What follows belongs to an exercise in optimizing a design on an open flow for small area, a short achievable clock period and few clock cycles per item; a production flow would make more cautious choices. Where RTL was checked, it was by simulation tests only, not by an equivalence proof against the original. Power is estimated from default activity; no workload was simulated.

==> module simon2share, before the edit <==
module simon2share(clk, data_ina, data_inb, data_rdy, cipher_out, Done, Trig);
input clk;
input data_ina, data_inb;
input [1:0] data_rdy;
output [127:0] cipher_out;
output reg Done, Trig;
reg [7:0] counter;     
reg [6:0] ptcnt;       
wire idle  = (data_rdy == 2'd0);
wire ld_pt = (data_rdy == 2'd1);
wire ld_k  = (data_rdy == 2'd2);
wire run   = (data_rdy == 2'd3);
wire ph    = counter[0];
always @(posedge clk) begin
	if (idle)
		counter <= 8'd0;
	else if (run)
		counter <= counter + 8'd1;
end
always @(posedge clk) begin
	if (ld_k)
		ptcnt <= 7'd0;
	else if (ld_pt)
		ptcnt <= ptcnt + 7'd1;
end
reg [2:0] oe;
always @(posedge clk) begin
	Trig <= (counter == 8'd1);
	Done  <= run && (counter == 8'd135);
	oe[0] <= run && counter[0] && (counter[7:1] == 7'd67);
	oe[1] <= run && (counter[3:0] == 4'd7) && (counter[7:4] == 4'd8);
	oe[2] <= run && (counter[1:0] == 2'd3) && (counter[7:2] == 6'd33);
end
reg [63:0] Xa, Ya, Xb, Yb;
wire [63:0] Xa1 = {Xa[62:0], Xa[63]};
wire [63:0] Xa2 = {Xa[61:0], Xa[63:62]};
wire [63:0] Xa8 = {Xa[55:0], Xa[63:56]};
wire [63:0] Xb1 = {Xb[62:0], Xb[63]};
wire [63:0] Xb2 = {Xb[61:0], Xb[63:62]};
wire [63:0] Xb8 = {Xb[55:0], Xb[63:56]};
wire [63:0] Ya1 = {Ya[62:0], Ya[63]};
wire [63:0] Ya8 = {Ya[55:0], Ya[63:56]};
wire [63:0] Yb1 = {Yb[62:0], Yb[63]};
wire [63:0] Yb8 = {Yb[55:0], Yb[63:56]};
wire [63:0] KYa, KYb;
wire [63:0] sa1 = Ya ^ Xa2 ^ (Xa1 & Xa8);
wire [63:0] sb1 = Yb ^ Xb2 ^ (Xb1 & Xb8);
wire [63:0] sa2 = Xa ^ KYa ^ (Ya1 & Yb8);
wire [63:0] sb2 = Xb ^ KYb ^ (Yb1 & Ya8);
wire y_load = ld_pt && (ptcnt[6] == 1'b0 || ptcnt[5:0] == 6'd0);
always @(posedge clk) begin
	if (run) begin
		if (ph == 1'b0) begin
			Xa <= sa1;
			Xb <= sb1;
		end
		else begin
			Xa <= sa2;
			Xb <= sb2;
		end
	end
	else if (ld_pt) begin
		Xa <= {data_ina, Xa[63:1]};
		Xb <= {data_inb, Xb[63:1]};
	end
	if ((run && ph == 1'b0) || y_load) begin
		Ya <= Xa;
		Yb <= Xb;
	end
end
reg [63:0] KXa, KXb;
reg [63:0] KYa_r, KYb_r;
assign KYa = KYa_r;
assign KYb = KYb_r;
wire [0:127] Z = {68'b10101111011100000011010010011000101000010001111110010110110011101011, 60'd0};
wire [63:0] c = 64'hfffffffffffffffc;
always @(posedge clk) begin
	if (ld_k) begin
		{KXa, KYa_r} <= {data_ina, KXa, KYa_r[63:1]};
		{KXb, KYb_r} <= {data_inb, KXb, KYb_r[63:1]};
	end
	else if (run && ph == 1'b1) begin
		KXa <= c ^ Z[counter[7:1]] ^ KYa_r ^ {KXa[2:0], KXa[63:3]} ^ {KXa[3:0], KXa[63:4]};
		KYa_r <= KXa;
		KXb <= KYb_r ^ {KXb[2:0], KXb[63:3]} ^ {KXb[3:0], KXb[63:4]};
		KYb_r <= KXb;
	end
end
wire [127:0] xy_a = {Xa, Ya};
wire [127:0] xy_b = {Xb, Yb};
wire [127:0] gate = {{32{oe[2]}}, {32{oe[1]}}, {32{oe[0]}}, {32{Done}}};
assign cipher_out = (xy_a & gate) ^ (xy_b & gate);
endmodule
clock: 4.2 ns
lec_check: 0
abc_area: 1
cap_margin: 20
core_margin: 2
core_utilization: 45
setup_slack_margin: 1.9
slew_margin: 20
standard.sh (not shown) runs the stock make flow with config.mk's settings and CLKGATE_MAP_FILE= SYNTH_SCRIPT=/design/flow/synth_recipe.tcl, a recipe that flattens the netlist after the stock synthesis.
==> flow/flow/run.sh <==
#!/bin/bash
# Standard ORFS layout (the standard.sh, standard synthesis unchanged) with three changes:
#  - port buffers are plain buf_2 cells instead of the delay cells buffer_ports picks by default;
#  - timing repair may change a cell's footprint (so it can resize those port buffers);
#  - before the placement-stage repair_design, a max fanout of 16 is set so that high-fanout
#    nets get a balanced buffer tree.
set -uo pipefail
here=$(pwd)
bash standard.sh \
  MATCH_CELL_FOOTPRINT=0 \
  "BUFFER_PORTS_ARGS=-buffer_cell sky130_fd_sc_hd__buf_2" \
  PRE_RESIZE_TCL=$here/flow/pre_resize.tcl \
  finish > standard.log 2>&1
status=$?
cp -r orfs/logs orfs_logs 2>/dev/null
exit $status
==> flow/flow/pre_resize.tcl <==
# Guide repair_design: split high-fanout nets into buffer trees.
set_max_fanout 16 [current_design]
Rerun with:
--- a/flow/design.v
+++ b/flow/design.v
@@ -21,19 +21,15 @@
 always @(posedge clk) begin
 	if (ld_k)
 		ptcnt <= 7'd0;
 	else if (ld_pt)
 		ptcnt <= ptcnt + 7'd1;
 end
-reg [2:0] oe;
 always @(posedge clk) begin
 	Trig <= (counter == 8'd1);
-	Done  <= run && (counter == 8'd135);
-	oe[0] <= run && counter[0] && (counter[7:1] == 7'd67);
-	oe[1] <= run && (counter[3:0] == 4'd7) && (counter[7:4] == 4'd8);
-	oe[2] <= run && (counter[1:0] == 2'd3) && (counter[7:2] == 6'd33);
+	Done <= run && (counter == 8'd135);
 end
 reg [63:0] Xa, Ya, Xb, Yb;
 wire [63:0] Xa1 = {Xa[62:0], Xa[63]};
 wire [63:0] Xa2 = {Xa[61:0], Xa[63:62]};
 wire [63:0] Xa8 = {Xa[55:0], Xa[63:56]};
 wire [63:0] Xb1 = {Xb[62:0], Xb[63]};
@@ -84,11 +80,10 @@
 		KXa <= c ^ Z[counter[7:1]] ^ KYa_r ^ {KXa[2:0], KXa[63:3]} ^ {KXa[3:0], KXa[63:4]};
 		KYa_r <= KXa;
 		KXb <= KYb_r ^ {KXb[2:0], KXb[63:3]} ^ {KXb[3:0], KXb[63:4]};
 		KYb_r <= KXb;
 	end
 end
-wire [127:0] xy_a = {Xa, Ya};
-wire [127:0] xy_b = {Xb, Yb};
-wire [127:0] gate = {{32{oe[2]}}, {32{oe[1]}}, {32{oe[0]}}, {32{Done}}};
-assign cipher_out = (xy_a & gate) ^ (xy_b & gate);
+wire [127:0] res_a = Done ? {Xa, Ya} : 128'd0;
+wire [127:0] res_b = Done ? {Xb, Yb} : 128'd0;
+assign cipher_out = res_a ^ res_b;
 endmodule
Total power went up by 0.71%.
Combinational power went down by about 5%.
Critical path depth is unchanged.
Utilization went down by 0.71 points.
Sequential share of layout area went up by 0.46 points.
Setup slack got worse by 170 ps.
First-iteration DRC count went down by 0.36%.
Cell area went down by 1.5%.
Count of clock-buffer cells in the layout went up by 8.
Routed wire length went down by 2.6%.
Non-clock buffer count went down by 77.
Cell count went down by 2.1%.
Testbench counts after the change, summed over its fixed seeds: cycles 201,728, encryptions 512.
Function not checked in the first run of this note: the RTL went through the layout flow alone.

==> what the ideal ports hide <==
No port has a modelled driver above. Below, the same layouts with a new extraction and two added sets of constraints. Step 1 sets driving cells, clkbuf_16 on the clock port and buf_2 on the other inputs (assumed; they add their load-dependent delay and slew). Step 2 adds t to the input delays and takes it off the output delays; t is the mean of the earliest and latest rising clock arrival at the registers after step 1. Input paths then give back, and output paths get back, about the clock's delay inside the block. Three values: ideal ports, drivers, drivers and shift; two values: the first two.
| run | t, ns | setup WS [ns] | latest minus earliest clock arrival (ns) |
|---|---|---|---|
| the first run | 0.685 | 1.522 / 1.456 / 1.274 | 0.015 / 0.015 |
| the second run | 0.689 | 1.352 / 1.293 / 1.251 | 0.026 / 0.026 |
After both steps every run listed still meets setup and hold. The setup slack of the first run, which loses most, moves by -0.066 ns with the drivers and by -0.248 ns with both steps.
